This is an optimization exercise on Yosys and OpenROAD, whose aim is small area, a short achievable clock period and few clock cycles per item, not a production implementation. RTL that was checked went through simulation tests only; none was proved equivalent to the original. No functional check of the RTL was part of runs 1 and 2. Power figures rest on the tool's default switching activity, not on a simulated workload.

$ cat design/flow/design.v
module mul24(input [23:0] a, input [23:0] a2, input [11:0] one, input [11:0] two, input [11:0] neg, input b23, input en, input [25:0] x0, input [25:0] x1, output [47:0] r0, output [47:0] r1);
wire [299:0] pv;
wire [25:0] ax = {1'b0, a, 1'b0};
wire [25:0] ax2 = {1'b0, a2, 1'b0};
wire [23:0] pl = a & {24{b23}};
wire [11:0] nn = ~neg & {12{en}};
wire t1, t2;
wire t3, t4;
wire t5, t6;
wire t7, t8;
wire t9, t10;
wire t11, t12;
wire t13, t14;
wire t15, t16;
wire t17, t18;
wire t19, t20;
wire t21, t22;
wire t23, t24;
wire t25, t26;
wire t27, t28;
wire t29, t30;
wire t31, t32;
wire t33, t34;
wire t35, t36;
wire t37, t38;
wire t39, t40;
wire t41, t42;
wire t43, t44;
wire t45, t46;
wire t47, t48;
wire t49, t50;
wire t51, t52;
wire t53, t54;
wire t55, t56;
wire t57, t58;
wire t59, t60;
wire t61, t62;
wire t63, t64;
wire t65, t66;
wire t67, t68;
wire t69, t70;
wire t71, t72;
wire t73, t74;
wire t75, t76;
wire t77, t78;
wire t79, t80;
wire t81, t82;
wire t83, t84;
wire t85, t86;
wire t87, t88;
wire t89, t90;
wire t91, t92;
wire t93, t94;
wire t95, t96;
wire t97, t98;
wire t99, t100;
wire t101, t102;
wire t103, t104;
wire t105, t106;
wire t107, t108;
wire t109, t110;
wire t111, t112;
wire t113, t114;
wire t115, t116;
wire t117, t118;
wire t119, t120;
wire t121, t122;
wire t123, t124;
wire t125, t126;
wire t127, t128;
wire t129, t130;
wire t131, t132;
wire t133, t134;
wire t135, t136;
wire t137, t138;
wire t139, t140;
wire t141, t142;
wire t143, t144;
wire t145, t146;
wire t147, t148;
wire t149, t150;
wire t151, t152;
wire t153, t154;
wire t155, t156;
wire t157, t158;
wire t159, t160;
wire t161, t162;
wire t163, t164;
wire t165, t166;
wire t167, t168;
wire t169, t170;
wire t171, t172;
wire t173, t174;
wire t175, t176;
wire t177, t178;
wire t179, t180;
wire t181, t182;
wire t183, t184;
wire t185, t186;
wire t187, t188;
wire t189, t190;
wire t191, t192;
wire t193, t194;
wire t195, t196;
wire t197, t198;
wire t199, t200;
wire t201, t202;
wire t203, t204;
wire t205, t206;
wire t207, t208;
wire t209, t210;
wire t211, t212;
wire t213, t214;
wire t215, t216;
wire t217, t218;
wire t219, t220;
wire t221, t222;
wire t223, t224;
wire t225, t226;
wire t227, t228;
wire t229, t230;
wire t231, t232;
wire t233, t234;
wire t235, t236;
wire t237, t238;
wire t239, t240;
wire t241, t242;
wire t243, t244;
wire t245, t246;
wire t247, t248;
wire t249, t250;
wire t251, t252;
wire t253, t254;
wire t255, t256;
wire t257, t258;
wire t259, t260;
wire t261, t262;
wire t263, t264;
wire t265, t266;
wire t267, t268;
wire t269, t270;
wire t271, t272;
wire t273, t274;
wire t275, t276;
wire t277, t278;
wire t279, t280;
wire t281, t282;
wire t283, t284;
wire t285, t286;
wire t287, t288;
wire t289, t290;
wire t291, t292;
wire t293, t294;
wire t295, t296;
wire t297, t298;
wire t299, t300;
wire t301, t302;
wire t303, t304;
wire t305, t306;
wire t307, t308;
wire t309, t310;
wire t311, t312;
wire t313, t314;
wire t315, t316;
wire t317, t318;
wire t319, t320;
wire t321, t322;
wire t323, t324;
wire t325, t326;
wire t327, t328;
wire t329, t330;
wire t331, t332;
wire t333, t334;
wire t335, t336;
wire t337, t338;
wire t339, t340;
wire t341, t342;
wire t343, t344;
wire t345, t346;
wire t347, t348;
wire t349, t350;
wire t351, t352;
wire t353, t354;
wire t355, t356;
wire t357, t358;
wire t359, t360;
wire t361, t362;
wire t363, t364;
wire t365, t366;
wire t367, t368;
wire t369, t370;
wire t371, t372;
wire t373, t374;
wire t375, t376;
wire t377, t378;
wire t379, t380;
wire t381, t382;
wire t383, t384;
wire t385, t386;
wire t387, t388;
wire t389, t390;
wire t391, t392;
wire t393, t394;
wire t395, t396;
wire t397, t398;
wire t399, t400;
wire t401, t402;
wire t403, t404;
wire t405, t406;
wire t407, t408;
wire t409, t410;
wire t411, t412;
wire t413, t414;
wire t415, t416;
wire t417, t418;
wire t419, t420;
wire t421, t422;
wire t423, t424;
wire t425, t426;
wire t427, t428;
wire t429, t430;
wire t431, t432;
wire t433, t434;
wire t435, t436;
wire t437, t438;
wire t439, t440;
wire t441, t442;
wire t443, t444;
wire t445, t446;
wire t447, t448;
wire t449, t450;
wire t451, t452;
wire t453, t454;
wire t455, t456;
wire t457, t458;
wire t459, t460;
wire t461, t462;
wire t463, t464;
wire t465, t466;
wire t467, t468;
wire t469, t470;
wire t471, t472;
wire t473, t474;
wire t475, t476;
wire t477, t478;
wire t479, t480;
wire t481, t482;
wire t483, t484;
wire t485, t486;
wire t487, t488;
wire t489, t490;
wire t491, t492;
wire t493, t494;
wire t495, t496;
wire t497, t498;
wire t499, t500;
wire t501, t502;
wire t503, t504;
wire t505, t506;
wire t507, t508;
wire t509, t510;
wire t511, t512;
wire t513, t514;
wire t515, t516;
wire t517, t518;
wire t519, t520;
wire t521, t522;
wire t523, t524;
wire t525, t526;
wire t527, t528;
wire t529, t530;
wire t531, t532;
wire t533, t534;
wire t535, t536;
wire t537, t538;
wire t539, t540;
wire t541, t542;
wire t543, t544;
wire t545, t546;
wire t547, t548;
wire t549, t550;
wire t551, t552;
wire t553, t554;
wire t555, t556;
wire t557, t558;
wire t559, t560;
wire t561, t562;
wire t563, t564;
wire t565, t566;
wire t567, t568;
wire t569, t570;
wire t571, t572;
wire t573, t574;
wire t575, t576;
wire t577, t578;
wire t579, t580;
wire t581, t582;
wire t583, t584;
wire t585, t586;
wire t587, t588;
wire t589, t590;
wire t591, t592;
genvar gi, gj;
generate for (gi = 0; gi < 6; gi = gi + 1) begin : g_pp
  for (gj = 0; gj < 25; gj = gj + 1) begin : g_j
    bpp u(one[gi], two[gi], neg[gi], ax2[gj+1], ax2[gj], pv[gi*25+gj]);
  end
end endgenerate
generate for (gi = 6; gi < 12; gi = gi + 1) begin : g_pq
  for (gj = 0; gj < 25; gj = gj + 1) begin : g_j
    bpp u(one[gi], two[gi], neg[gi], ax[gj+1], ax[gj], pv[gi*25+gj]);
  end
end endgenerate
ha2 ut1(pv[16], pv[39], t1, t2);
ha2 ut3(pv[17], pv[40], t3, t4);
fa3 ut5(pv[18], pv[41], pv[64], t5, t6);
ha2 ut7(pv[87], pv[110], t7, t8);
fa3 ut9(pv[19], pv[42], pv[65], t9, t10);
ha2 ut11(pv[88], pv[111], t11, t12);
fa3 ut13(pv[20], pv[43], pv[66], t13, t14);
fa3 ut15(pv[89], pv[112], pv[135], t15, t16);
ha2 ut17(pv[158], pv[181], t17, t18);
fa3 ut19(pv[21], pv[44], pv[67], t19, t20);
fa3 ut21(pv[90], pv[113], pv[136], t21, t22);
ha2 ut23(pv[159], pv[182], t23, t24);
fa3 ut25(pv[22], pv[45], pv[68], t25, t26);
fa3 ut27(pv[91], pv[114], pv[137], t27, t28);
fa3 ut29(pv[160], pv[183], pv[206], t29, t30);
ha2 ut31(pv[229], pv[252], t31, t32);
fa3 ut33(pv[23], pv[46], pv[69], t33, t34);
fa3 ut35(pv[92], pv[115], pv[138], t35, t36);
fa3 ut37(pv[161], pv[184], pv[207], t37, t38);
ha2 ut39(pv[230], pv[253], t39, t40);
fa3 ut41(pv[24], pv[47], pv[70], t41, t42);
fa3 ut43(pv[93], pv[116], pv[139], t43, t44);
fa3 ut45(pv[162], pv[185], pv[208], t45, t46);
fa3 ut47(pv[231], pv[254], pv[277], t47, t48);
fa3 ut49(neg[0], pv[48], pv[71], t49, t50);
fa3 ut51(pv[94], pv[117], pv[140], t51, t52);
fa3 ut53(pv[163], pv[186], pv[209], t53, t54);
fa3 ut55(pv[232], pv[255], pv[278], t55, t56);
fa3 ut57(neg[0], pv[49], pv[72], t57, t58);
fa3 ut59(pv[95], pv[118], pv[141], t59, t60);
fa3 ut61(pv[164], pv[187], pv[210], t61, t62);
fa3 ut63(pv[233], pv[256], pv[279], t63, t64);
fa3 ut65(nn[0], nn[1], pv[73], t65, t66);
fa3 ut67(pv[96], pv[119], pv[142], t67, t68);
fa3 ut69(pv[165], pv[188], pv[211], t69, t70);
fa3 ut71(pv[234], pv[257], pv[280], t71, t72);
fa3 ut73(en, pv[74], pv[97], t73, t74);
fa3 ut75(pv[120], pv[143], pv[166], t75, t76);
fa3 ut77(pv[189], pv[212], pv[235], t77, t78);
ha2 ut79(pv[258], pv[281], t79, t80);
fa3 ut81(nn[2], pv[98], pv[121], t81, t82);
fa3 ut83(pv[144], pv[167], pv[190], t83, t84);
fa3 ut85(pv[213], pv[236], pv[259], t85, t86);
fa3 ut87(en, pv[99], pv[122], t87, t88);
fa3 ut89(pv[145], pv[168], pv[191], t89, t90);
ha2 ut91(pv[214], pv[237], t91, t92);
fa3 ut93(nn[3], pv[123], pv[146], t93, t94);
fa3 ut95(pv[169], pv[192], pv[215], t95, t96);
fa3 ut97(en, pv[124], pv[147], t97, t98);
ha2 ut99(pv[170], pv[193], t99, t100);
fa3 ut101(nn[4], pv[148], pv[171], t101, t102);
ha2 ut103(en, pv[149], t103, t104);
ha2 ut105(pv[10], pv[33], t105, t106);
ha2 ut107(pv[11], pv[34], t107, t108);
fa3 ut109(pv[12], pv[35], pv[58], t109, t110);
ha2 ut111(pv[81], pv[104], t111, t112);
fa3 ut113(pv[13], pv[36], pv[59], t113, t114);
ha2 ut115(pv[82], pv[105], t115, t116);
fa3 ut117(pv[14], pv[37], pv[60], t117, t118);
fa3 ut119(pv[83], pv[106], pv[129], t119, t120);
ha2 ut121(pv[152], pv[175], t121, t122);
fa3 ut123(pv[15], pv[38], pv[61], t123, t124);
fa3 ut125(pv[84], pv[107], pv[130], t125, t126);
ha2 ut127(pv[153], pv[176], t127, t128);
fa3 ut129(t1, pv[62], pv[85], t129, t130);
fa3 ut131(pv[108], pv[131], pv[154], t131, t132);
fa3 ut133(pv[177], pv[200], neg[8], t133, t134);
fa3 ut135(t2, t3, pv[63], t135, t136);
fa3 ut137(pv[86], pv[109], pv[132], t137, t138);
fa3 ut139(pv[155], pv[178], pv[201], t139, t140);
fa3 ut141(t4, t5, t7, t141, t142);
fa3 ut143(pv[133], pv[156], pv[179], t143, t144);
fa3 ut145(pv[202], pv[225], neg[9], t145, t146);
fa3 ut147(t6, t8, t9, t147, t148);
fa3 ut149(t11, pv[134], pv[157], t149, t150);
fa3 ut151(pv[180], pv[203], pv[226], t151, t152);
fa3 ut153(t10, t12, t13, t153, t154);
fa3 ut155(t15, t17, pv[204], t155, t156);
fa3 ut157(pv[227], pv[250], neg[10], t157, t158);
fa3 ut159(t14, t16, t18, t159, t160);
fa3 ut161(t19, t21, t23, t161, t162);
fa3 ut163(pv[205], pv[228], pv[251], t163, t164);
fa3 ut165(t20, t22, t24, t165, t166);
fa3 ut167(t25, t27, t29, t167, t168);
fa3 ut169(t31, pv[275], neg[11], t169, t170);
fa3 ut171(t26, t28, t30, t171, t172);
fa3 ut173(t32, t33, t35, t173, t174);
fa3 ut175(t37, t39, pv[276], t175, t176);
fa3 ut177(t34, t36, t38, t177, t178);
fa3 ut179(t40, t41, t43, t179, t180);
fa3 ut181(t45, t47, pl[0], t181, t182);
fa3 ut183(t42, t44, t46, t183, t184);
fa3 ut185(t48, t49, t51, t185, t186);
fa3 ut187(t53, t55, pl[1], t187, t188);
fa3 ut189(t50, t52, t54, t189, t190);
fa3 ut191(t56, t57, t59, t191, t192);
fa3 ut193(t61, t63, pl[2], t193, t194);
fa3 ut195(t58, t60, t62, t195, t196);
fa3 ut197(t64, t65, t67, t197, t198);
fa3 ut199(t69, t71, pl[3], t199, t200);
fa3 ut201(t66, t68, t70, t201, t202);
fa3 ut203(t72, t73, t75, t203, t204);
fa3 ut205(t77, t79, pl[4], t205, t206);
fa3 ut207(t74, t76, t78, t207, t208);
fa3 ut209(t80, t81, t83, t209, t210);
fa3 ut211(t85, pv[282], pl[5], t211, t212);
fa3 ut213(t82, t84, t86, t213, t214);
fa3 ut215(t87, t89, t91, t215, t216);
fa3 ut217(pv[260], pv[283], pl[6], t217, t218);
fa3 ut219(t88, t90, t92, t219, t220);
fa3 ut221(t93, t95, pv[238], t221, t222);
fa3 ut223(pv[261], pv[284], pl[7], t223, t224);
fa3 ut225(t94, t96, t97, t225, t226);
fa3 ut227(t99, pv[216], pv[239], t227, t228);
fa3 ut229(pv[262], pv[285], pl[8], t229, t230);
fa3 ut231(t98, t100, t101, t231, t232);
fa3 ut233(pv[194], pv[217], pv[240], t233, t234);
fa3 ut235(pv[263], pv[286], pl[9], t235, t236);
fa3 ut237(t102, t103, pv[172], t237, t238);
fa3 ut239(pv[195], pv[218], pv[241], t239, t240);
fa3 ut241(pv[264], pv[287], pl[10], t241, t242);
fa3 ut243(t104, nn[5], pv[173], t243, t244);
fa3 ut245(pv[196], pv[219], pv[242], t245, t246);
fa3 ut247(pv[265], pv[288], pl[11], t247, t248);
fa3 ut249(en, pv[174], pv[197], t249, t250);
fa3 ut251(pv[220], pv[243], pv[266], t251, t252);
ha2 ut253(pv[289], pl[12], t253, t254);
fa3 ut255(nn[6], pv[198], pv[221], t255, t256);
fa3 ut257(pv[244], pv[267], pv[290], t257, t258);
fa3 ut259(en, pv[199], pv[222], t259, t260);
ha2 ut261(pv[245], pv[268], t261, t262);
fa3 ut263(nn[7], pv[223], pv[246], t263, t264);
ha2 ut265(en, pv[224], t265, t266);
ha2 ut267(pv[6], pv[29], t267, t268);
ha2 ut269(pv[7], pv[30], t269, t270);
fa3 ut271(pv[8], pv[31], pv[54], t271, t272);
ha2 ut273(pv[77], pv[100], t273, t274);
fa3 ut275(pv[9], pv[32], pv[55], t275, t276);
ha2 ut277(pv[78], pv[101], t277, t278);
fa3 ut279(t105, pv[56], pv[79], t279, t280);
fa3 ut281(pv[102], pv[125], neg[5], t281, t282);
fa3 ut283(t106, t107, pv[57], t283, t284);
fa3 ut285(pv[80], pv[103], pv[126], t285, t286);
fa3 ut287(t108, t109, t111, t287, t288);
fa3 ut289(pv[127], pv[150], neg[6], t289, t290);
fa3 ut291(t110, t112, t113, t291, t292);
fa3 ut293(t115, pv[128], pv[151], t293, t294);
fa3 ut295(t114, t116, t117, t295, t296);
fa3 ut297(t119, t121, neg[7], t297, t298);
fa3 ut299(t118, t120, t122, t299, t300);
fa3 ut301(t123, t125, t127, t301, t302);
fa3 ut303(t124, t126, t128, t303, t304);
fa3 ut305(t129, t131, t133, t305, t306);
fa3 ut307(t130, t132, t134, t307, t308);
fa3 ut309(t135, t137, t139, t309, t310);
fa3 ut311(t136, t138, t140, t311, t312);
fa3 ut313(t141, t143, t145, t313, t314);
fa3 ut315(t142, t144, t146, t315, t316);
fa3 ut317(t147, t149, t151, t317, t318);
fa3 ut319(t148, t150, t152, t319, t320);
fa3 ut321(t153, t155, t157, t321, t322);
fa3 ut323(t154, t156, t158, t323, t324);
fa3 ut325(t159, t161, t163, t325, t326);
fa3 ut327(t160, t162, t164, t327, t328);
fa3 ut329(t165, t167, t169, t329, t330);
fa3 ut331(t166, t168, t170, t331, t332);
fa3 ut333(t171, t173, t175, t333, t334);
fa3 ut335(t172, t174, t176, t335, t336);
fa3 ut337(t177, t179, t181, t337, t338);
fa3 ut339(t178, t180, t182, t339, t340);
fa3 ut341(t183, t185, t187, t341, t342);
fa3 ut343(t184, t186, t188, t343, t344);
fa3 ut345(t189, t191, t193, t345, t346);
fa3 ut347(t190, t192, t194, t347, t348);
fa3 ut349(t195, t197, t199, t349, t350);
fa3 ut351(t196, t198, t200, t351, t352);
fa3 ut353(t201, t203, t205, t353, t354);
fa3 ut355(t202, t204, t206, t355, t356);
fa3 ut357(t207, t209, t211, t357, t358);
fa3 ut359(t208, t210, t212, t359, t360);
fa3 ut361(t213, t215, t217, t361, t362);
fa3 ut363(t214, t216, t218, t363, t364);
fa3 ut365(t219, t221, t223, t365, t366);
fa3 ut367(t220, t222, t224, t367, t368);
fa3 ut369(t225, t227, t229, t369, t370);
fa3 ut371(t226, t228, t230, t371, t372);
fa3 ut373(t231, t233, t235, t373, t374);
fa3 ut375(t232, t234, t236, t375, t376);
fa3 ut377(t237, t239, t241, t377, t378);
fa3 ut379(t238, t240, t242, t379, t380);
fa3 ut381(t243, t245, t247, t381, t382);
fa3 ut383(t244, t246, t248, t383, t384);
fa3 ut385(t249, t251, t253, t385, t386);
fa3 ut387(t250, t252, t254, t387, t388);
fa3 ut389(t255, t257, pl[13], t389, t390);
fa3 ut391(t256, t258, t259, t391, t392);
fa3 ut393(t261, pv[291], pl[14], t393, t394);
fa3 ut395(t260, t262, t263, t395, t396);
fa3 ut397(pv[269], pv[292], pl[15], t397, t398);
fa3 ut399(t264, t265, pv[247], t399, t400);
fa3 ut401(pv[270], pv[293], pl[16], t401, t402);
fa3 ut403(t266, nn[8], pv[248], t403, t404);
fa3 ut405(pv[271], pv[294], pl[17], t405, t406);
fa3 ut407(en, pv[249], pv[272], t407, t408);
ha2 ut409(pv[295], pl[18], t409, t410);
fa3 ut411(nn[9], pv[273], pv[296], t411, t412);
ha2 ut413(en, pv[274], t413, t414);
ha2 ut415(pv[4], pv[27], t415, t416);
ha2 ut417(pv[5], pv[28], t417, t418);
fa3 ut419(t267, pv[52], pv[75], t419, t420);
fa3 ut421(t268, t269, pv[53], t421, t422);
fa3 ut423(t270, t271, t273, t423, t424);
fa3 ut425(t272, t274, t275, t425, t426);
fa3 ut427(t276, t278, t279, t427, t428);
fa3 ut429(t280, t282, t283, t429, t430);
fa3 ut431(t284, t286, t287, t431, t432);
fa3 ut433(t288, t290, t291, t433, t434);
fa3 ut435(t292, t294, t295, t435, t436);
fa3 ut437(t296, t298, t299, t437, t438);
fa3 ut439(t300, t302, t303, t439, t440);
fa3 ut441(t304, t306, t307, t441, t442);
fa3 ut443(t308, t310, t311, t443, t444);
fa3 ut445(t312, t314, t315, t445, t446);
fa3 ut447(t316, t318, t319, t447, t448);
fa3 ut449(t320, t322, t323, t449, t450);
fa3 ut451(t324, t326, t327, t451, t452);
fa3 ut453(t328, t330, t331, t453, t454);
fa3 ut455(t332, t334, t335, t455, t456);
fa3 ut457(t336, t338, t339, t457, t458);
fa3 ut459(t340, t342, t343, t459, t460);
fa3 ut461(t344, t346, t347, t461, t462);
fa3 ut463(t348, t350, t351, t463, t464);
fa3 ut465(t352, t354, t355, t465, t466);
fa3 ut467(t356, t358, t359, t467, t468);
fa3 ut469(t360, t362, t363, t469, t470);
fa3 ut471(t364, t366, t367, t471, t472);
fa3 ut473(t368, t370, t371, t473, t474);
fa3 ut475(t372, t374, t375, t475, t476);
fa3 ut477(t376, t378, t379, t477, t478);
fa3 ut479(t380, t382, t383, t479, t480);
fa3 ut481(t384, t386, t387, t481, t482);
fa3 ut483(t388, t390, t391, t483, t484);
fa3 ut485(t392, t394, t395, t485, t486);
fa3 ut487(t396, t398, t399, t487, t488);
fa3 ut489(t400, t402, t403, t489, t490);
fa3 ut491(t404, t406, t407, t491, t492);
fa3 ut493(t408, t410, t411, t493, t494);
fa3 ut495(t412, t413, pv[297], t495, t496);
fa3 ut497(t414, nn[10], pv[298], t497, t498);
ha2 ut499(en, pv[299], t499, t500);
ha2 ut501(pv[2], pv[25], t501, t502);
ha2 ut503(pv[3], pv[26], t503, t504);
fa3 ut505(t415, pv[50], neg[2], t505, t506);
fa3 ut507(t416, t417, pv[51], t507, t508);
fa3 ut509(t418, t419, neg[3], t509, t510);
fa3 ut511(t420, t421, pv[76], t511, t512);
fa3 ut513(t422, t423, neg[4], t513, t514);
fa3 ut515(t424, t425, t277, t515, t516);
fa3 ut517(t426, t427, t281, t517, t518);
fa3 ut519(t428, t429, t285, t519, t520);
fa3 ut521(t430, t431, t289, t521, t522);
fa3 ut523(t432, t433, t293, t523, t524);
fa3 ut525(t434, t435, t297, t525, t526);
fa3 ut527(t436, t437, t301, t527, t528);
fa3 ut529(t438, t439, t305, t529, t530);
fa3 ut531(t440, t441, t309, t531, t532);
fa3 ut533(t442, t443, t313, t533, t534);
fa3 ut535(t444, t445, t317, t535, t536);
fa3 ut537(t446, t447, t321, t537, t538);
fa3 ut539(t448, t449, t325, t539, t540);
fa3 ut541(t450, t451, t329, t541, t542);
fa3 ut543(t452, t453, t333, t543, t544);
fa3 ut545(t454, t455, t337, t545, t546);
fa3 ut547(t456, t457, t341, t547, t548);
fa3 ut549(t458, t459, t345, t549, t550);
fa3 ut551(t460, t461, t349, t551, t552);
fa3 ut553(t462, t463, t353, t553, t554);
fa3 ut555(t464, t465, t357, t555, t556);
fa3 ut557(t466, t467, t361, t557, t558);
fa3 ut559(t468, t469, t365, t559, t560);
fa3 ut561(t470, t471, t369, t561, t562);
fa3 ut563(t472, t473, t373, t563, t564);
fa3 ut565(t474, t475, t377, t565, t566);
fa3 ut567(t476, t477, t381, t567, t568);
fa3 ut569(t478, t479, t385, t569, t570);
fa3 ut571(t480, t481, t389, t571, t572);
fa3 ut573(t482, t483, t393, t573, t574);
fa3 ut575(t484, t485, t397, t575, t576);
fa3 ut577(t486, t487, t401, t577, t578);
fa3 ut579(t488, t489, t405, t579, t580);
fa3 ut581(t490, t491, t409, t581, t582);
fa3 ut583(t492, t493, pl[19], t583, t584);
fa3 ut585(t494, t495, pl[20], t585, t586);
fa3 ut587(t496, t497, pl[21], t587, t588);
fa3 ut589(t498, t499, pl[22], t589, t590);
fa3 ut591(t500, nn[11], pl[23], t591, t592);
assign r0 = {t590, t588, t586, t584, t582, t580, t578, t576, t574, t572, t570, t568, t566, t564, t562, t560, t558, t556, t554, t552, t550, t548, t546, t544, t542, t540, t538, t536, t534, t532, t530, t528, t526, t524, t522, t520, t518, t516, t514, t512, t510, t508, t506, t504, t502, t501, pv[1], pv[0]} | {x0, 22'd0};
assign r1 = {t591, t589, t587, t585, t583, t581, t579, t577, t575, t573, t571, t569, t567, t565, t563, t561, t559, t557, t555, t553, t551, t549, t547, t545, t543, t541, t539, t537, t535, t533, t531, t529, t527, t525, t523, t521, t519, t517, t515, t513, t511, t509, t507, t505, t503, neg[1], 1'b0, neg[0]} | {x1, 22'd0};
endmodule
module fa3(input a, input b, input c, output s, output co);
assign s = a ^ b ^ c;
assign co = (a & b) | (a & c) | (b & c);
endmodule
module bpp(input one, input two, input neg, input x, input xl, output p);
assign p = ((one & x) | (two & xl)) ^ neg;
endmodule
module ha2(input a, input b, output s, output co);
assign s = a ^ b;
assign co = a & b;
endmodule
module FPU(
input [31:0] Data1,
input [31:0] Data2,
input Clock,
input Reset,
input In_Data_Valid,
input Op,
output reg [31:0] Data_Out,
output reg Out_Data_Valid
);
reg [31:0] a0;
reg [31:23] b0;
reg [23:0] ab0;
reg mz2_0, andz0;
reg [11:0] one0, two0, neg0;
reg b23_0, ha0;
reg op0;
wire [25:0] be = {1'b0, |Data2[30:23], Data2[22:0], 1'b0};
integer i;
reg [2:0] vp;
always @(posedge Clock) begin
	a0 <= Data1;
	b0 <= Data2[31:23];
	op0 <= Op;
	ha0 <= |Data1[30:23];
	ab0 <= Op ? {|Data1[30:23], Data1[22:0]} : {|Data2[30:23], Data2[22:0]};
	mz2_0 <= ~|Data2[22:0];
	andz0 <= ~|(Data1[30:0] & Data2[30:0]);
	b23_0 <= Op & (|Data2[30:23]);
	for (i = 0; i < 12; i = i + 1) begin
		one0[i] <= Op & (be[2*i+1] ^ be[2*i]);
		two0[i] <= Op & ((be[2*i+2] & ~be[2*i+1] & ~be[2*i]) | (~be[2*i+2] & be[2*i+1] & be[2*i]));
		neg0[i] <= Op & be[2*i+2];
	end
end
always @(posedge Clock)
if (Reset) begin
	vp <= 3'd0;
	Out_Data_Valid <= 1'b0;
end else begin
	vp <= {vp[1:0], In_Data_Valid};
	Out_Data_Valid <= vp[2];
end
wire s1 = a0[31];
wire s2 = b0[31];
wire [7:0] e1 = a0[30:23];
wire [7:0] e2 = b0[30:23];
wire [23:0] MA = {ha0, a0[22:0]};
wire [23:0] MB = ab0;    
wire addm = ~op0;
wire swap = {e2, ab0[22:0]} > a0[30:0];
wire ge = e1 >= e2;
wire [7:0] d = ge ? (e1 - e2) : (e2 - e1);
wire [7:0] eL = ge ? e1 : e2;
wire [23:0] ML = swap ? MB : {|e1, a0[22:0]};
wire [23:0] MSe = ge ? MB : {|e1, a0[22:0]};
wire [23:0] MS0 = swap ? {|e1, a0[22:0]} : MB;
wire sub = addm & (s1 ^ s2);
wire [23:0] MSs = (op0 || d > 8'd23) ? 24'd0 : ((d == 8'd0) ? MS0 : (MSe >> d[4:0]));
wire [47:0] A0 = {1'b0, ML & {24{addm}}, sub, 22'd0};
wire [47:0] A1 = {sub, MSs ^ {24{sub}}, sub, 22'd0};
wire [47:0] r0, r1;
mul24 mul(.a(MA), .a2(ab0), .one(one0), .two(two0), .neg(neg0), .b23(b23_0), .en(op0),
	.x0(A0[47:22]), .x1(A1[47:22]), .r0(r0), .r1(r1));
wire [9:0] expm = {2'b00, e1} + {2'b00, e2} - 10'd127;
wire [9:0] base = op0 ? expm : {2'b00, eL};
wire [9:0] thr = base - 10'd254;
wire ff1 = &e1;
wire ff2 = &e2;
wire mz1 = ~|a0[22:0];
wire mz2 = mz2_0;
wire z1 = ~|a0[30:0];
wire z2 = ~|e2 & mz2_0;
wire nan = (ff1 & ~mz1) | (ff2 & ~mz2);
wire inf1 = ff1 & mz1;
wire inf2 = ff2 & mz2;
wire efa = nan | (inf1 & inf2 & (s1 ^ s2));
wire efm = nan | (z1 & inf2) | (z2 & inf1);
wire [9:0] bp = base + 10'd1;
reg [47:0] row0, row1;
reg [7:0] bp1;
reg men1, negx1;
reg thrv1, thrge1;
reg op1, sg1, ef1, nzand1, andz1;
always @(posedge Clock) begin
	row0 <= r0;
	row1 <= r1;
	bp1 <= bp[7:0];
	men1 <= ~bp[9] & (bp <= 10'd24);
	negx1 <= bp[9];
	thrv1 <= ~thr[9] & (thr <= 10'd24);
	thrge1 <= ~thr[9] & (thr >= 10'd25);
	op1 <= op0;
	sg1 <= op0 ? (s1 ^ s2) : (swap ? s2 : s1);
	ef1 <= op0 ? efm : efa;
	nzand1 <= ~z1 & ~z2;
	andz1 <= andz0;
end
wire [47:0] X = row0 + row1;
reg [47:0] X2;
reg [7:0] bp2;
reg [24:0] mask2;
reg negx2;
reg thrv2, thrge2;
reg op2, sg2, ef2, nzand2, andz2;
always @(posedge Clock) begin
	X2 <= X;
	bp2 <= bp1;
	mask2 <= men1 ? (25'h1000000 >> bp1[4:0]) : 25'd0;
	negx2 <= negx1;
	thrv2 <= thrv1;
	thrge2 <= thrge1;
	op2 <= op1;
	sg2 <= sg1;
	ef2 <= ef1;
	nzand2 <= nzand1;
	andz2 <= andz1;
end
wire negx = negx2;
wire [24:0] mask = mask2;
wire [31:0] lzin32 = {X2[47:23] | mask, 7'h7f};
wire [31:0] lz_z0 = ~lzin32;
wire [15:0] lz_z1;
wire [15:0] lz_c1;
assign lz_z1[0] = lz_z0[1] & lz_z0[0];
assign lz_c1[0] = lz_z0[1];
assign lz_z1[1] = lz_z0[3] & lz_z0[2];
assign lz_c1[1] = lz_z0[3];
assign lz_z1[2] = lz_z0[5] & lz_z0[4];
assign lz_c1[2] = lz_z0[5];
assign lz_z1[3] = lz_z0[7] & lz_z0[6];
assign lz_c1[3] = lz_z0[7];
assign lz_z1[4] = lz_z0[9] & lz_z0[8];
assign lz_c1[4] = lz_z0[9];
assign lz_z1[5] = lz_z0[11] & lz_z0[10];
assign lz_c1[5] = lz_z0[11];
assign lz_z1[6] = lz_z0[13] & lz_z0[12];
assign lz_c1[6] = lz_z0[13];
assign lz_z1[7] = lz_z0[15] & lz_z0[14];
assign lz_c1[7] = lz_z0[15];
assign lz_z1[8] = lz_z0[17] & lz_z0[16];
assign lz_c1[8] = lz_z0[17];
assign lz_z1[9] = lz_z0[19] & lz_z0[18];
assign lz_c1[9] = lz_z0[19];
assign lz_z1[10] = lz_z0[21] & lz_z0[20];
assign lz_c1[10] = lz_z0[21];
assign lz_z1[11] = lz_z0[23] & lz_z0[22];
assign lz_c1[11] = lz_z0[23];
assign lz_z1[12] = lz_z0[25] & lz_z0[24];
assign lz_c1[12] = lz_z0[25];
assign lz_z1[13] = lz_z0[27] & lz_z0[26];
assign lz_c1[13] = lz_z0[27];
assign lz_z1[14] = lz_z0[29] & lz_z0[28];
assign lz_c1[14] = lz_z0[29];
assign lz_z1[15] = lz_z0[31] & lz_z0[30];
assign lz_c1[15] = lz_z0[31];
wire [7:0] lz_z2;
wire [15:0] lz_c2;
assign lz_z2[0] = lz_z1[1] & lz_z1[0];
assign lz_c2[1:0] = lz_z1[1] ? {1'b1, lz_c1[0:0]} : {1'b0, lz_c1[1:1]};
assign lz_z2[1] = lz_z1[3] & lz_z1[2];
assign lz_c2[3:2] = lz_z1[3] ? {1'b1, lz_c1[2:2]} : {1'b0, lz_c1[3:3]};
assign lz_z2[2] = lz_z1[5] & lz_z1[4];
assign lz_c2[5:4] = lz_z1[5] ? {1'b1, lz_c1[4:4]} : {1'b0, lz_c1[5:5]};
assign lz_z2[3] = lz_z1[7] & lz_z1[6];
assign lz_c2[7:6] = lz_z1[7] ? {1'b1, lz_c1[6:6]} : {1'b0, lz_c1[7:7]};
assign lz_z2[4] = lz_z1[9] & lz_z1[8];
assign lz_c2[9:8] = lz_z1[9] ? {1'b1, lz_c1[8:8]} : {1'b0, lz_c1[9:9]};
assign lz_z2[5] = lz_z1[11] & lz_z1[10];
assign lz_c2[11:10] = lz_z1[11] ? {1'b1, lz_c1[10:10]} : {1'b0, lz_c1[11:11]};
assign lz_z2[6] = lz_z1[13] & lz_z1[12];
assign lz_c2[13:12] = lz_z1[13] ? {1'b1, lz_c1[12:12]} : {1'b0, lz_c1[13:13]};
assign lz_z2[7] = lz_z1[15] & lz_z1[14];
assign lz_c2[15:14] = lz_z1[15] ? {1'b1, lz_c1[14:14]} : {1'b0, lz_c1[15:15]};
wire [3:0] lz_z3;
wire [11:0] lz_c3;
assign lz_z3[0] = lz_z2[1] & lz_z2[0];
assign lz_c3[2:0] = lz_z2[1] ? {1'b1, lz_c2[1:0]} : {1'b0, lz_c2[3:2]};
assign lz_z3[1] = lz_z2[3] & lz_z2[2];
assign lz_c3[5:3] = lz_z2[3] ? {1'b1, lz_c2[5:4]} : {1'b0, lz_c2[7:6]};
assign lz_z3[2] = lz_z2[5] & lz_z2[4];
assign lz_c3[8:6] = lz_z2[5] ? {1'b1, lz_c2[9:8]} : {1'b0, lz_c2[11:10]};
assign lz_z3[3] = lz_z2[7] & lz_z2[6];
assign lz_c3[11:9] = lz_z2[7] ? {1'b1, lz_c2[13:12]} : {1'b0, lz_c2[15:14]};
wire [1:0] lz_z4;
wire [7:0] lz_c4;
assign lz_z4[0] = lz_z3[1] & lz_z3[0];
assign lz_c4[3:0] = lz_z3[1] ? {1'b1, lz_c3[2:0]} : {1'b0, lz_c3[5:3]};
assign lz_z4[1] = lz_z3[3] & lz_z3[2];
assign lz_c4[7:4] = lz_z3[3] ? {1'b1, lz_c3[8:6]} : {1'b0, lz_c3[11:9]};
wire [0:0] lz_z5;
wire [4:0] lz_c5;
assign lz_z5[0] = lz_z4[1] & lz_z4[0];
assign lz_c5[4:0] = lz_z4[1] ? {1'b1, lz_c4[3:0]} : {1'b0, lz_c4[7:4]};
wire [4:0] cnt = lz_c5;
wire zeroM = ~|X2[47:23];
wire [46:0] q0 = X2[46:0];
wire [46:0] q1 = cnt[4] ? {q0[30:0], 16'd0} : q0;
wire [46:0] q2 = cnt[3] ? {q1[38:0], 8'd0} : q1;
wire [46:0] q3 = cnt[2] ? {q2[42:0], 4'd0} : q2;
wire [46:0] q4 = cnt[1] ? {q3[44:0], 2'd0} : q3;
wire [46:0] shl = cnt[0] ? {q4[45:0], 1'd0} : q4;
wire [7:0] et = bp2 - {3'd0, cnt};
wire [4:0] thr5 = bp2[4:0] + 5'd1;
wire [24:0] therm = ~(25'h0ffffff >> thr5);
wire OFm = thrge2 | (thrv2 & (|(X2[47:23] & therm)));
wire bp255 = (bp2 == 8'd255);
wire OFa = zeroM ? bp255 : ((bp255 & X2[47]) | ((bp2 == 8'd0) & ~X2[47] & X2[46]));
wire OF = op2 ? OFm : OFa;
wire zero25 = ~|lzin32[31:7];
wire [22:0] mres = (OF || negx || zero25 || (op2 && andz2)) ? 23'd0 : shl[46:24];
wire [7:0] eres = OF ? 8'hFF :
                  (op2 ? ((nzand2 && !negx) ? et : 8'd0)
                       : (zeroM ? 8'd0 : et));
always @(posedge Clock)
	Data_Out <= ef2 ? 32'hFFFFFFFF : {sg2, eres, mres};
endmodule
$ cat design/flow/flow/run.sh
#!/bin/bash
set -euo pipefail
bash standard.sh SETUP_SLACK_MARGIN=11.0 'BUFFER_PORTS_ARGS=-buffer_cell sky130_fd_sc_hd__buf_1' finish > standard.log 2>&1
$ cat design/flow/standard.sh
#!/bin/bash
# synth_recipe.tcl (not shown) runs the flow's synth.tcl, then flattens the netlist and writes it again
# the make line also repeats each setting of config.mk as NAME=value (left out here)
make -C /OpenROAD-flow-scripts/flow DESIGN_CONFIG=/design/flow/config.mk WORK_HOME=/design/flow/orfs CLKGATE_MAP_FILE= SYNTH_SCRIPT=/design/flow/synth_recipe.tcl "${@:-finish}"
$ cat design/flow/config.mk
export PLATFORM = sky130hd
export DESIGN_NAME = FPU
export DESIGN_NICKNAME = FPU
export VERILOG_FILES = /design/flow/design.v
export SDC_FILE = /design/flow/constraint.sdc
export NUM_CORES = 8
export LEC_CHECK = 0
export CAP_MARGIN = 20
export CORE_MARGIN = 2
export CORE_UTILIZATION = 62
export CTS_CLUSTER_DIAMETER = 120
export CTS_CLUSTER_SIZE = 28
export PLACE_DENSITY = 0.7
export SLEW_MARGIN = 20
export SYNTH_HIERARCHICAL = 1
export SYNTH_MINIMUM_KEEP_SIZE = 0
export TNS_END_PERCENT = 5
$ cat design/flow/constraint.sdc
create_clock -name core_clock -period 15.0 [get_ports {Clock}]
set_input_delay 3.0000 -clock core_clock [delete_from_list [all_inputs] [get_ports {Clock}]]
set_output_delay 3.0000 -clock core_clock [all_outputs]
set_load 0.01 [all_outputs]
==> results.py, run 1 <==
metrics = {
    "timing": {
        "skew_ps": 44.8,
        "finalMaxSlewViolations": 0,
        "holdWs_ps": 337,
        "rsz0062_at_grt": "true",
        "period_needed_ps": 4060,
        "setup_tns_ps": 0,
        "finalHoldViolCount": 0,
        "max_freq_mhz": 246,
        "worst_slack_ps": 10940,
        "relSlewSlack_pct": 33.3,
        "setup_viol": 0,
        "tightest_slew_ps": 1000,
        "period_share_pct": 27.1,
    },
    "global_route": {
        "grtUsageTotal_pct": 39.0,
        "grt_pass1_wl_mm": 158,
        "grt_pass1_vias": 26700,
        "grt_max_degree": 62,
        "overflow": 0,
        "antenna_found_initial": 8,
    },
    "route": {
        "wl_mm": 107,
        "dr_total_vias": 26100,
        "firstDrtPassIters": 6,
        "drt_iter0_drc": 2627,
        "ant_nets": 0,
        "routedWlPerCell_um": 27.9,
        "drc": 0,
        "viasPerCell": 6.82,
    },
    "placed_design": {
        "dp.cells": 3757,
        "placed_area_sq_mm": 0.0326,
        "gp_congestion": 1.02,
        "pre_cts_ws_ps": 9660,
        "place_hpwl_mm": 73.4,
        "io_buffers": 100,
    },
    "logic_synthesis": {
        "synthArstFlopShare_pct": 0,
        "synth.distinct_cells": 86,
        "synth_top_area_share_pct": 21.9,
        "synth-seq-cells": 343,
        "syn_inst": 3026,
        "synth_edf_count": 0,
        "syn_area_per_cell_sq_um": 10.4,
        "synthesis.area_sq_mm": 0.0314,
        "yosysSeqAreaShare_pct": 21.9,
        "yosysMostFrequentCell": "xnor2_1",
        "synth_area_leaders": "dfxtp_1 22%, fa_1 17%, a22oi_2 12%",
        "synth-warning-count": 7,
        "yosysTopAreaCell": "dfxtp_1",
        "synth_common_cells": "363 x xnor2_1, 343 x dfxtp_1, 300 x a22oi_2, 269 x fa_1, 151 x mux2i_1",
        "synth_ff_type": "dfxtp_1",
    },
    "pwr": {
        "p_per_area_mw_per_mm2": 182,
        "vdd_ir_drop_max_v": 0.000171,
        "total_power_mw": 6.27,
        "power.leakage_nw": 12.9,
    },
    "floorplan": {
        "dieHeight_um": 229,
        "dieWidth_um": 229,
        "coreArea_sq_mm": 0.0501,
        "std_cell_rows": 82,
        "die_area_sq_mm": 0.0525,
        "io_pins": 101,
        "floorplan.initialDensity_pct": 62.7,
    },
    "final_layout": {
        "n_fill_cell": 3899,
        "layout.nets": 3642,
        "seq_area_sq_mm": 0.00701,
        "fin_util_pct": 68.7,
        "fin_cells": 3834,
        "fin_area_sq_mm": 0.0344,
        "multi_input_area_sq_mm": 0.0240,
        "layout-drive-gt1-share_pct": 22.5,
        "area_growth_pct": 9.55,
    },
    "worst_setup_path": {
        "crit_path_start_kind": "register",
        "path_max_fanout": 27,
        "crit_chain": "buf_4 > xnor2_1 > fa_1 > fa_1 > fa_1 > fa_1 > fa_1 > or2_2",
        "worst_path_max_delay_cell": "fa_1",
        "arrival_ps": 4520,
        "path_class": "register to register",
        "critPathCaptureType": "register",
        "max_stage_delay_ps": 640,
        "crit_required_ps": 15460,
        "path_common_cell": "fa_1",
        "reg2reg_setup_slack_ps": 10940,
    },
    "cts": {
        "clock_latency_ps": 570,
        "hold_buffers": 0,
        "cts.sinks": 343,
        "cts_tree": "yes",
        "clockBufferDepth": 3,
        "cts_made_buffers": 18,
        "htreeDepth": 1,
        "clk_pin_slew_ps": 100,
        "cts-root-buf": "clkbuf_16",
    },
    "job": {
        "cap_violations": 0,
    },
    "run_status": {
        "status": "no timing/DRC/antenna violations",
    },
    "min_path": {
        "hold_path.class": "register to register",
    },
}
==> flip-flops by register name, indices dropped and copies added (netlist names), 3 cells and up <==
name,flops
bp2,8
two0,12
Data_Out,32
neg0,12
bp1,8
one0,12
b0,9
row1,48
ab0,24
mask2,25
vp,3
row0,48
X2,48
a0,32
==> Yosys stat by module (local to each module, per instance) <==
module | cells inside | area [sq um]
fa3 | 1 | 20.0
mul24 | 136 | 936
bpp | 2 | 21.3
ha2 | 1 | 12.5
FPU | 1994 | 18400
==> layer usage <==
metal	part of all wire, %	vias up	global-route usage, %	wire [um]
li1	-	11100	-	-
met1	37	12900	49.0	40000
met2	44	1677	62.1	47200
met3	12	463	8.93	12500
met4	6.6	10	22.3	7110
met5	0.059	-	0	63
==> layout by cell type, fill, tap and decap left out, drive strengths merged, types with 39 or more instances in the layout <==
cell   count
a22oi    322
xor2      39
and2      73
buf      211
a21oi    109
mux2i    151
nand2    131
nor2b     45
or2       56
ha       149
nor2     140
nor3      43
xnor2    363
o21ai    131
inv       87
fa       269
dfxtp    343
nand3     48
==> logic make-up after synthesis <==
kind of cell | Yosys count | synth area share [%]
xor+xnor | 402 | 11.2
mux | 202 | 7.50
buf+inv | 217 | 3.38
flops | 343 | 21.9
fa+ha+maj | 418 | 23.1
simple gates | 666 | 11.1
other cells | 2 | 0.0239
compound gates | 776 | 21.8
==> power breakdown <==
part / switching [mW] / internal [mW]
sequential: 0.263 / 1.22
clock: 0.335 / 0.234
combinational: 2.38 / 1.84
total: 2.97 / 3.29
==> critical path, delay by kind of cell, from the launching register on <==
kind | cells | cell delay [ps]
adder cells (fa/ha/maj) | 5 | 2630
buffers and inverters | 1 | 450
AND/OR/NAND/NOR | 1 | 330
flip-flops | 1 | 320
XOR/XNOR | 1 | 200
==> layout make-up <==
class | count | area share [%]
multi-input cells | 2492 | 69.6
flip-flops and latches | 343 | 20.4
repair buffers | 216 | 4.94
well taps | 672 | 2.44
clock buffers | 18 | 1.31
inverters | 85 | 0.942
clock inverters | 6 | 0.338
diodes | 2 | 0.0145
==> timing repair <==
item,in CTS,in global routing
endpoints found under the hold margin,0,0
gates cloned,4,1
setup buffers,15,31
pin swaps,8,14
endpoints found under the setup margin,120,81
resized for setup,91,78
==> worst paths after layout <==
path,startpoint,end,cells after the start
max,neg0[9],row1[28],8
min reg2reg,bp1[5],bp2[5],0
min,bp1[5],bp2[5],0
max reg2reg,neg0[9],row1[28],8
==> inputs of run 2 (changes only) <==
--- a/design/flow/design.v
+++ b/design/flow/design.v
@@ -722,14 +722,13 @@
 wire [47:0] X = row0 + row1;
 reg [47:0] X2;
 reg [7:0] bp2;
-reg [24:0] mask2;
-reg negx2;
+reg men2, negx2;
 reg thrv2, thrge2;
 reg op2, sg2, ef2, nzand2, andz2;
 always @(posedge Clock) begin
 	X2 <= X;
 	bp2 <= bp1;
-	mask2 <= men1 ? (25'h1000000 >> bp1[4:0]) : 25'd0;
+	men2 <= men1;
 	negx2 <= negx1;
 	thrv2 <= thrv1;
 	thrge2 <= thrge1;
@@ -740,7 +739,7 @@
 	andz2 <= andz1;
 end
 wire negx = negx2;
-wire [24:0] mask = mask2;
+wire [24:0] mask = men2 ? (25'h1000000 >> bp2[4:0]) : 25'd0;
 wire [31:0] lzin32 = {X2[47:23] | mask, 7'h7f};
 wire [31:0] lz_z0 = ~lzin32;
 wire [15:0] lz_z1;
--- a/design/flow/config.mk
+++ b/design/flow/config.mk
@@ -14,4 +14,4 @@
 export SLEW_MARGIN = 20
 export SYNTH_HIERARCHICAL = 1
 export SYNTH_MINIMUM_KEEP_SIZE = 0
-export TNS_END_PERCENT = 5
+export TNS_END_PERCENT = 20
==> run 2 against run 1 <==
Against the previous run: non-clock buffer count increased by 41; combinational power increased by 8.8%; clock power decreased by 8.6%; synthesized cell count decreased by 0.26%; power increased by 4.7%; core utilization increased by 2.0 points; clock-buffer cell count unchanged; sequential power about the same; register-to-register slack got worse by 70 ps; highest routed layer unchanged.
==> results.py, run 2 <==
metrics = {
    "logic_synthesis": {
        "synth_area_leaders": "dfxtp_1 20%, fa_1 17%, a22oi_2 12%",
        "synthSimpleGateAreaFrac_pct": 10.2,
        "synthArstFlopShare_pct": 0,
        "synth_compound_area_share_pct": 24.7,
        "synth-warning-count": 7,
        "synth.distinct_cells": 103,
        "synth_top_family_by_area": "compound AO/OA/AOI/OAI gates",
        "synth_top_area_share_pct": 20.3,
        "syn_inst": 3018,
        "synth-seq-cells": 319,
        "yosysTopAreaCell": "dfxtp_1",
        "synth_fa_ha_area_share_pct": 23.1,
        "synth_xor_area_share_pct": 11.1,
        "synth_edf_count": 0,
        "yosysSeqAreaShare_pct": 20.3,
        "synth_common_cells": "362 x xnor2_1, 319 x dfxtp_1, 300 x a22oi_2, 269 x fa_1, 151 x ha_1",
        "yosysMostFrequentCell": "xnor2_1",
        "yosys-mux-area-fraction_pct": 6.63,
        "syn_area_per_cell_sq_um": 10.4,
        "synth_ff_type": "dfxtp_1",
        "synthesis.area_sq_mm": 0.0315,
    },
    "floorplan": {
        "std_cell_rows": 82,
        "die_area_sq_mm": 0.0526,
        "dieWidth_um": 229,
        "coreArea_sq_mm": 0.0502,
        "dieHeight_um": 229,
        "io_pins": 101,
        "floorplan.initialDensity_pct": 62.7,
    },
    "final_layout": {
        "seq_area_sq_mm": 0.00654,
        "layout.nets": 3664,
        "layout-drive-gt1-share_pct": 26.4,
        "mostFrequentLayoutCell": "xnor2_1",
        "n_fill_cell": 3456,
        "area_growth_pct": 12.7,
        "multi_input_area_sq_mm": 0.0248,
        "reg_top3": "X2: 48 flops, row0: 48 flops, row1: 48 flops",
        "mostFrequentLayoutCells": "361 x xnor2_1, 301 x a22oi_2, 266 x dfxtp_1, 266 x fa_1, 139 x ha_1",
    },
    "pwr": {
        "power.leakage_nw": 13.1,
        "vdd_ir_drop_max_v": 0.000259,
        "p_per_area_mw_per_mm2": 185,
    },
    "worst_setup_path": {
        "reg2reg_depth": 9,
        "crit_chain": "buf_6 > a22oi_2 > xnor2_1 > fa_1 > fa_1 > fa_1 > fa_1 > fa_1 > or2_2",
        "path_class": "register to register",
        "cp_num_cells": 9,
        "max_stage_delay_ps": 730,
        "critPathBufInv": 1,
        "worst_path_max_delay_cell": "fa_1",
        "startpoint": "a0[15]",
        "r2r-end": "row1[29]",
        "critPathTopFamily": "adder cells",
        "crit_required_ps": 15440,
        "crit_path_start_kind": "register",
        "endpoint": "row1[29]",
        "critPathCaptureType": "register",
        "r2r-start": "a0[15]",
        "path_common_cell": "fa_1",
        "reg2reg_setup_slack_ps": 10870,
        "path_max_fanout": 18,
        "arrival_ps": 4580,
    },
    "placed_design": {
        "gp_congestion": 0.984,
        "io_buffers": 100,
        "place_hpwl_mm": 80.0,
    },
    "cts": {
        "htreeDepth": 1,
        "hold_buffers": 0,
        "clock_latency_ps": 550,
        "cts-root-buf": "clkbuf_16",
        "cts_made_buffers": 16,
        "clockBufferDepth": 3,
        "cts_tree": "yes",
        "clk_pin_slew_ps": 110,
        "cts.sinks": 319,
    },
    "route": {
        "viasPerCell": 7.27,
        "routedWlPerCell_um": 31.8,
        "drc": 0,
        "dr_total_vias": 28000,
        "wl_mm": 123,
        "drt_iter0_drc": 3589,
        "firstDrtPassIters": 9,
        "ant_nets": 0,
    },
    "global_route": {
        "met2_usage_pct": 68.9,
        "grt_pass1_vias": 27900,
        "grtUsageMet1_pct": 48.4,
        "grt.busiest_layer": "met2",
        "met3_usage_pct": 13.0,
        "overflow": 0,
        "grt_pass1_wl_mm": 170,
        "grtUsageTotal_pct": 42.6,
        "grt_max_degree": 62,
        "antenna_found_initial": 7,
    },
    "timing": {
        "tightest_slew_ps": 1200,
        "max_freq_mhz": 242,
        "holdWs_ps": 327,
        "finalMaxSlewViolations": 0,
        "period_needed_ps": 4130,
        "skew_ps": 33.4,
        "relSlewSlack_pct": 19.7,
        "period_share_pct": 27.6,
        "setup_tns_ps": 0,
        "rsz0062_at_grt": "true",
        "finalHoldViolCount": 0,
        "setup_viol": 0,
    },
    "min_path": {
        "hold_path.class": "register to register",
    },
    "job": {
        "cap_violations": 0,
    },
    "run_status": {
        "status": "no timing/DRC/antenna violations",
    },
}
## run 2: cell count changes in the layout (fill, tap and decap cells not counted), moves of 12 or more
cell | previous run | this run
dfxtp_1 | 295 | 266
nor2_1 | 135 | 112
mux2i_1 | 149 | 89
nand2_1 | 128 | 73
a22oi_1 | 21 | 9
o21ai_0 | 118 | 89
a21oi_1 | 105 | 134
o31ai_1 | 17 | 5
a221o_1 | 1 | 21
buf_4 | 65 | 81
mux2_2 | 27 | 48
buf_1 | 87 | 99
a21o_1 | 27 | 57
## run 2: worst register-to-register path: stages, from the launching register on
cell	delay [ps]
dfxtp_1	370
buf_6	280
a22oi_2	180
xnor2_1	170
fa_1	730
fa_1	470
fa_1	410
fa_1	450
fa_1	650
or2_2	330
## run 2: how the worst min path moves through the flow
| stage | slack (ps) | cells past startpoint | from | end |
|---|---|---|---|---|
| 4_1_cts | 320 | 0 | bp1[7] | bp2[7] |
| 3_3_place_gp | 310 | 0 | sg1 | sg2 |
| 3_5_place_dp | 310 | 0 | bp1[7] | bp2[7] |
| 5_1_grt | 330 | 0 | andz1 | andz2 |
| 6_report | 330 | 0 | bp1[7] | bp2[7] |
| 2_1_floorplan | 310 | 0 | andz0 | andz1 |
## run 2: Yosys stat by module, one instance, submodules excluded
module | copies in the design | cells inside | flip-flops and latches | area (sq um)
fa3 | 264 | 1 | 0 | 20.0
ha2 | 32 | 1 | 0 | 12.5
bpp | 300 | 2 | 0 | 21.3
FPU | 1 | 1986 | 319 | 18500
mul24 | 1 | 136 | 0 | 936
## run 2: area by class of cell
| class | instances | area share [%] |
|---|---|---|
| antenna | 2 | 0.0141 |
| clock buffer | 18 | 1.24 |
| clock inverter | 3 | 0.155 |
| inverter | 95 | 1.02 |
| multi-input combinational | 2487 | 70.0 |
| sequential | 319 | 18.4 |
| tap | 672 | 2.37 |
| timing repair buffer | 257 | 6.80 |
## run 2: power breakdown
group	switching, mW	total [mW]	leakage [nW]	internal (mW)
Sequential	0.296	1.46	2.70	1.16
Combinational	2.59	4.58	10.1	2.00
Clock	0.301	0.520	0.240	0.218
Total	3.18	6.56	13.1	3.38
## run 2: cells by family (layout without fill, tap and decap cells)
family | count (synthesis) | after routing
flops | 319 | 319
simple gates | 580 | 583
mux | 175 | 175
compound gates | 881 | 885
xor+xnor | 398 | 398
buf+inv | 243 | 373
fa+ha+maj | 420 | 420
other cells | 2 | 28
## run 2: layer usage
layer,share of wire [%],vias to the layer above
met4,10,8
met5,0.094,-
met1,33,13400
li1,-,11300
met3,13,894
met2,44,2337
## run 2: what timing repair did
| item | in CTS | in global routing |
|---|---|---|
| gates cloned | 5 | 7 |
| gates resized for setup | 143 | 133 |
| hold endpoints to repair | 0 | 0 |
| pin swaps | 13 | 21 |
| endpoints found under the setup margin | 117 | 93 |
| buffers inserted | 30 | 62 |
## run 2: stage by stage
stage / std cells / util [%] / cell area (sq um) / setup slack, ps / power [mW]
after detailed placement: 3726 / 64.6 / 32400 / 9610 / 5.59
after CTS: 3782 / 67.6 / 33900 / 10910 / 6.21
after global routing: 3851 / 70.7 / 35500 / 10840 / 6.88
after floorplan: 3042 / - / 31600 / 11000 / 4.31
final: 3853 / 70.7 / 35500 / 10870 / 6.56
after global placement: 3726 / 64.6 / 32400 / 9600 / 5.50
==> inputs of run 3 (changes only) <==
--- a/design/flow/design.v
+++ b/design/flow/design.v
@@ -676,10 +676,9 @@
 wire [7:0] d = ge ? (e1 - e2) : (e2 - e1);
 wire [7:0] eL = ge ? e1 : e2;
 wire [23:0] ML = swap ? MB : {|e1, a0[22:0]};
-wire [23:0] MSe = ge ? MB : {|e1, a0[22:0]};
-wire [23:0] MS0 = swap ? {|e1, a0[22:0]} : MB;
+wire [23:0] MS = swap ? {|e1, a0[22:0]} : MB;
 wire sub = addm & (s1 ^ s2);
-wire [23:0] MSs = (op0 || d > 8'd23) ? 24'd0 : ((d == 8'd0) ? MS0 : (MSe >> d[4:0]));
+wire [23:0] MSs = (op0 || d > 8'd23) ? 24'd0 : (MS >> d[4:0]);
 wire [47:0] A0 = {1'b0, ML & {24{addm}}, sub, 22'd0};
 wire [47:0] A1 = {sub, MSs ^ {24{sub}}, sub, 22'd0};
 wire [47:0] r0, r1;
--- a/design/flow/config.mk
+++ b/design/flow/config.mk
@@ -14,4 +14,4 @@
 export SLEW_MARGIN = 20
 export SYNTH_HIERARCHICAL = 1
 export SYNTH_MINIMUM_KEEP_SIZE = 0
-export TNS_END_PERCENT = 20
+export TNS_END_PERCENT = 5
==> run 3 against run 2 <==
Against the previous run: die area shrank 2.9%; register-to-register slack about the same; critical path type unchanged; flip-flop and latch count unchanged; routed wire length fell by 17%; synthesized cell count down 1.8%; fmax about the same; largest cell class unchanged; power is 2.1% lower; area after synthesis is 3.0% lower; sequential share of layout area is 0.98 points higher; first-iteration DRC count decreased by 31%; non-clock buffer count shrank 16.
==> results.py, run 3 <==
metrics = {
    "run_status": {
        "status": "no timing/DRC/antenna violations",
    },
    "cts": {
        "hold_buffers": 0,
        "cts_tree": "yes",
        "clock_latency_ps": 580,
        "clockBufferDepth": 3,
        "cts-root-buf": "clkbuf_16",
        "htreeDepth": 1,
        "cts.sinks": 319,
        "cts_made_buffers": 16,
        "clk_pin_slew_ps": 100,
    },
    "min_path": {
        "hold_path.class": "register to register",
    },
    "logic_synthesis": {
        "synth-warning-count": 7,
        "synthesis.area_sq_mm": 0.0305,
        "synth_ff_type": "dfxtp_1",
        "syn_area_per_cell_sq_um": 10.3,
        "syn_inst": 2965,
        "yosysMostFrequentCell": "xnor2_1",
        "synthArstFlopShare_pct": 0,
        "synth-seq-cells": 319,
        "synth_area_leaders": "dfxtp_1 21%, fa_1 18%, a22oi_2 12%",
        "yosysSeqAreaShare_pct": 20.9,
        "yosysTopAreaCell": "dfxtp_1",
        "synth_common_cells": "380 x xnor2_1, 319 x dfxtp_1, 301 x a22oi_2, 269 x fa_1, 151 x ha_1",
        "synth_edf_count": 0,
        "synth_top_area_share_pct": 20.9,
        "synth.distinct_cells": 91,
    },
    "route": {
        "ant_nets": 0,
        "met1Wirelength_mm": 38.2,
        "firstDrtPassIters": 6,
        "drt_iter0_drc": 2491,
        "routedWlPerCell_um": 26.8,
        "route.met2.wl_mm": 46.3,
        "highest_layer": "met5",
        "drc": 0,
        "wl_mm": 101,
        "met3_length_mm": 9.62,
        "viasPerCell": 6.71,
        "dr_total_vias": 25400,
    },
    "worst_setup_path": {
        "crit_path_start_kind": "register",
        "worst_path_max_delay_cell": "mux4_2",
        "critPathCaptureType": "register",
        "path_common_cell": "buf_6",
        "critPathTopFamily": "compound AO/OA/AOI/OAI gates",
        "crit_chain": "inv_4 > ha_4 > buf_12 > nand4b_1 > buf_6 > nor4_4 > a21bo_4 > a41o_4 > a21oi_4 > buf_6 > mux2_4 > mux4_2 > o31ai_4 > a2111oi_4 > xnor2_1 > or2_4",
        "path_max_fanout": 5,
        "crit_required_ps": 15460,
        "arrival_ps": 4590,
        "critPathBufInv": 4,
        "path_class": "register to register",
        "max_stage_delay_ps": 540,
    },
    "final_layout": {
        "reg_top3": "X2: 48 flops, row0: 48 flops, row1: 48 flops",
        "fin_area_sq_mm": 0.0339,
        "mostFrequentLayoutCell": "xnor2_1",
        "layout-drive-gt1-share_pct": 24.8,
        "area_growth_pct": 11.2,
        "layout.nets": 3608,
        "mostFrequentLayoutCells": "377 x xnor2_1, 301 x a22oi_2, 268 x fa_1",
    },
    "floorplan": {
        "floorplan.initialDensity_pct": 62.6,
        "std_cell_rows": 81,
        "coreArea_sq_mm": 0.0487,
        "die_area_sq_mm": 0.0510,
        "io_pins": 101,
        "dieWidth_um": 226,
        "dieHeight_um": 226,
    },
    "timing": {
        "max_freq_mhz": 242,
        "period_needed_ps": 4140,
        "setup_viol": 0,
        "setup_tns_ps": 0,
        "finalMaxSlewViolations": 0,
        "rsz0062_at_grt": "true",
        "relSlewSlack_pct": 22.6,
        "finalHoldViolCount": 0,
        "skew_ps": 49.6,
        "tightest_slew_ps": 1140,
        "period_share_pct": 27.6,
    },
    "placed_design": {
        "placed_area_sq_mm": 0.0316,
        "gp_congestion": 1.02,
        "io_buffers": 100,
        "place_hpwl_mm": 72.6,
    },
    "global_route": {
        "grt_pass1_vias": 25800,
        "grt_max_degree": 63,
        "grt_pass1_wl_mm": 153,
        "overflow": 0,
        "antenna_found_initial": 10,
        "grtUsageTotal_pct": 39.5,
    },
    "pwr": {
        "vdd_ir_drop_max_v": 0.000219,
        "p_per_area_mw_per_mm2": 189,
        "power.leakage_nw": 12.6,
    },
    "job": {
        "cap_violations": 0,
    },
}
run 3: metrics by stage:
step | std cells | hold slack, ps | setup slack, ps | total power [mW] | util, %
3_3_place_gp | 3674 | 312 | 9760 | 5.54 | 64.8
5_1_grt | 3788 | 335 | 10770 | 6.79 | 69.6
3_5_place_dp | 3674 | 312 | 9690 | 5.63 | 64.8
4_1_cts | 3768 | 331 | 10920 | 6.22 | 68.7
2_1_floorplan | 2989 | 310 | 10990 | 4.22 | -
6_report | 3789 | 329 | 10860 | 6.42 | 69.6
run 3: worst reg2reg max path: stages, from the launching register on:
cell and delay, ps:
dfxtp_2 370, inv_4 60, ha_4 250, buf_12 120
nand4b_1 180, buf_6 140, nor4_4 380, a21bo_4 300
a41o_4 260, a21oi_4 250, buf_6 150, mux2_4 290
mux4_2 540, o31ai_4 300, a2111oi_4 60, xnor2_1 180
or2_4 220
run 3: logic make-up (layout without fill, tap and decap cells):
group / after synthesis / count (layout) / share of synthesized area [%]
buffers and inverters: 220 / 352 / 3.46
other: 2 / 28 / 0.0246
xor gates and xnor gates: 412 / 412 / 11.8
and+or+nand+nor: 607 / 607 / 10.6
AOI/OAI and AO/OA: 818 / 819 / 23.6
DFF: 319 / 319 / 20.9
muxes: 167 / 168 / 5.79
adders and majority gates: 420 / 420 / 23.8
run 3: path summary, 6_finish.rpt:
| kind | end | start | slack, ps | cells past startpoint |
|---|---|---|---|---|
| setup / recovery | row1[27] | a0[23] | 10860 | 16 |
| hold / removal | bp2[3] | bp1[3] | 330 | 0 |
| setup reg to reg | row1[27] | a0[23] | 10860 | 16 |
| hold reg to reg | bp2[3] | bp1[3] | 330 | 0 |
run 3: cell type report:
cell class	instances	area [sq um]
sequential	319	6590
inverter	90	352
clock buffer	17	425
timing repair buffer	241	1860
antenna	2	5.00
clock inverter	4	52.6
multi-input combinational	2452	23800
tap	664	831
fill	3760	14800
run 3: modules after synthesis (local to each module, per instance):
module  area [sq um]  flip-flops and latches
mul24            936                       0
fa3             20.0                       0
ha2             12.5                       0
bpp             21.3                       0
FPU            17500                     319
run 3: report_power, final:
group	switching [mW]	leakage [nW]	internal [mW]
Sequential	0.268	2.70	1.16
Combinational	2.54	9.69	1.95
Clock	0.294	0.234	0.212
run 3: per-layer routing:
metal	vias up	GRT usage, %
met5	-	0
met2	1500	63.4
met3	440	9.15
li1	11000	-
met4	8	23.7
met1	12500	48.4
run 3: repair_timing:
| item | CTS | global route |
|---|---|---|
| endpoints found under the setup margin | 103 | 102 |
| resized for setup | 171 | 68 |
| gates cloned | 6 | 0 |
| buffers inserted | 67 | 18 |
| pin swaps | 17 | 23 |
Testbench counts of run 3, summed over its fixed seeds: cycles 14,231, items 8,000.
==> inputs of run 4 (changes only) <==
==> design/flow/flow/run.sh (replaced) <==
#!/bin/bash
set -euo pipefail
bash standard.sh SETUP_SLACK_MARGIN=10.8 'BUFFER_PORTS_ARGS=-buffer_cell sky130_fd_sc_hd__buf_1' finish > standard.log 2>&1
==> run 4 against run 3 <==
Against the previous run: combinational power down 3%; sequential power down 4%; cell area down 2.8%; first-iteration DRC count up 2.8%; highest routed layer unchanged; non-clock buffer count down 24; largest cell class unchanged; synthesized cell count unchanged; critical endpoint unchanged; critical path depth down 1.
==> results.py, run 4 <==
metrics = {
    "logic_synthesis": {
        "synthesis.area_sq_mm": 0.0305,
        "synth_edf_count": 0,
        "synth_area_leaders": "dfxtp_1 21%, fa_1 18%, a22oi_2 12%",
        "yosysTopAreaCell": "dfxtp_1",
        "synth-seq-cells": 319,
        "yosysSeqAreaShare_pct": 20.9,
        "yosysMostFrequentCell": "xnor2_1",
        "synth_ff_type": "dfxtp_1",
        "syn_area_per_cell_sq_um": 10.3,
        "synthArstFlopShare_pct": 0,
        "synth_common_cells": "380 x xnor2_1, 319 x dfxtp_1, 301 x a22oi_2, 269 x fa_1, 151 x ha_1",
        "syn_inst": 2965,
        "synth.distinct_cells": 91,
        "synth-warning-count": 7,
    },
    "route": {
        "viasPerCell": 6.62,
        "drt_iter0_drc": 2560,
        "drc": 0,
        "ant_nets": 0,
        "routedWlPerCell_um": 25.8,
        "wl_mm": 97.1,
        "firstDrtPassIters": 7,
    },
    "final_layout": {
        "area_growth_pct": 8.08,
        "reg_top3": "X2: 48 flops, row0: 48 flops, row1: 48 flops",
        "fin_util_pct": 67.7,
        "layout-drive-gt1-share_pct": 21.7,
        "mostFrequentLayoutCell": "xnor2_1",
        "mostFrequentLayoutCells": "379 x xnor2_1, 301 x a22oi_2, 296 x dfxtp_1",
        "layout.nets": 3584,
    },
    "worst_setup_path": {
        "path_max_fanout": 30,
        "endpoint": "row1[27]",
        "startpoint": "b0[23]",
        "crit_required_ps": 15440,
        "r2r-start": "b0[23]",
        "path_class": "register to register",
        "arrival_ps": 4710,
        "critPathCaptureType": "register",
    },
    "timing": {
        "setup_tns_ps": 0,
        "period_needed_ps": 4270,
        "finalMaxSlewViolations": 0,
        "finalHoldViolCount": 0,
        "relSlewSlack_pct": 32.4,
        "tightest_slew_ps": 994,
        "max_freq_mhz": 234,
        "period_share_pct": 28.5,
        "rsz0062_at_grt": "true",
    },
    "cts": {
        "cts-root-buf": "clkbuf_16",
        "cts.sinks": 319,
        "clk_pin_slew_ps": 110,
        "cts_made_buffers": 16,
        "htreeDepth": 1,
        "clock_latency_ps": 550,
        "cts_tree": "yes",
    },
    "global_route": {
        "grt_pass1_vias": 25400,
        "grt_pass1_wl_mm": 149,
        "grt_max_degree": 62,
        "overflow": 0,
        "antenna_found_initial": 9,
    },
    "min_path": {
        "hold_path.class": "register to register",
        "hold_path_depth": 0,
    },
    "pwr": {
        "vdd_ir_drop_max_v": 0.000207,
        "power.leakage_nw": 12.3,
    },
    "job": {
        "cap_violations": 0,
    },
    "floorplan": {
        "io_pins": 101,
        "std_cell_rows": 81,
        "dieWidth_um": 226,
        "dieHeight_um": 226,
        "floorplan.initialDensity_pct": 62.6,
        "die_area_sq_mm": 0.0510,
    },
    "placed_design": {
        "io_buffers": 100,
        "gp_congestion": 1.02,
    },
    "run_status": {
        "status": "no timing/DRC/antenna violations",
    },
}
run 4: cell counts after synthesis:
No cell type changed its count.
run 4: critical path: stages, from the launching register on:
cell       delay, ps
dfxtp_4          380
inv_2             90
ha_4             210
buf_12           160
nand4b_1         320
nor4_4           420
a21bo_4          290
a41o_4           280
a21oi_4          290
mux2i_2          150
mux2_2           300
mux2_4           290
a21o_1           210
a2111oi_4        350
xnor2_1          100
or2_2            300
run 4: cell type report:
type / count / area [sq um]
clock inverters: 4 / 53.8
clock buffers: 18 / 439
flip-flops and latches: 319 / 6440
multi-input cells: 2452 / 23500
diodes: 1 / 2.50
inverters: 90 / 343
repair buffers: 217 / 1360
fillers: 3881 / 15800
well taps: 664 / 831
run 4: routing by layer:
metal / track usage [%] / routed length, um / part of all wire (%)
met2: 61.9 / 45000 / 46
met1: 48.5 / 37700 / 39
met5: 0 / 23 / 0.024
met4: 18.9 / 5740 / 5.9
met3: 6.58 / 8660 / 8.9
run 4: stage by stage:
step	hold WS, ps	instance area [sq um]	instances	total power, mW	setup slack (ps)
after floorplan	310	30600	2989	4.22	10820
after global placement	313	31800	3707	5.49	9860
after detailed placement	313	31800	3707	5.57	9730
after CTS	332	32700	3754	6.11	10750
after global routing	340	33000	3765	6.62	10590
final	333	33000	3765	6.22	10730
run 4: worst min path at each step:
stage	start	end	slack, ps
after floorplan	andz0	andz1	310
after CTS	thrv1	thrv2	330
after global routing	bp1[3]	bp2[3]	340
final	negx1	negx2	330
after detailed placement	op1	op2	310
after global placement	bp1[2]	bp2[2]	310
run 4: cells by family (layout without fill, tap and decap cells):
group,Yosys count,count (layout),synth area share (%)
other cells,2,27,0.0246
simple gates,607,607,10.6
compound gates,818,819,23.6
xor+xnor,412,412,11.8
mux,167,168,5.79
flops,319,319,20.9
buf+inv,220,329,3.46
fa+ha+maj,420,420,23.8
run 4: modules after synthesis (local to each module, per instance):
module,cell area (sq um),flops+latches
fa3,20.0,0
mul24,936,0
bpp,21.3,0
ha2,12.5,0
FPU,17500,319
run 4: power breakdown:
| group | internal, mW | switching, mW | total (mW) |
|---|---|---|---|
| Combinational | 1.86 | 2.49 | 4.34 |
| Sequential | 1.16 | 0.209 | 1.37 |
| Clock | 0.218 | 0.288 | 0.506 |
| Total | 3.23 | 2.98 | 6.22 |
run 4: timing repair:
| action | 4_1_cts | 5_1_grt |
|---|---|---|
| pin swaps | 10 | 7 |
| cloned | 3 | 1 |
| hold buffers | 0 | 0 |
| setup buffers | 22 | 9 |
| resized for setup | 61 | 51 |
| setup endpoints to repair | 47 | 56 |

Setup slack of run 4, layout unchanged: 10.732 ns with ideal ports, 10.732 ns with driving cells assumed (clock clkbuf_16, inputs buf_2), 10.488 ns with port delays also shifted by the 0.603 ns mid clock arrival.
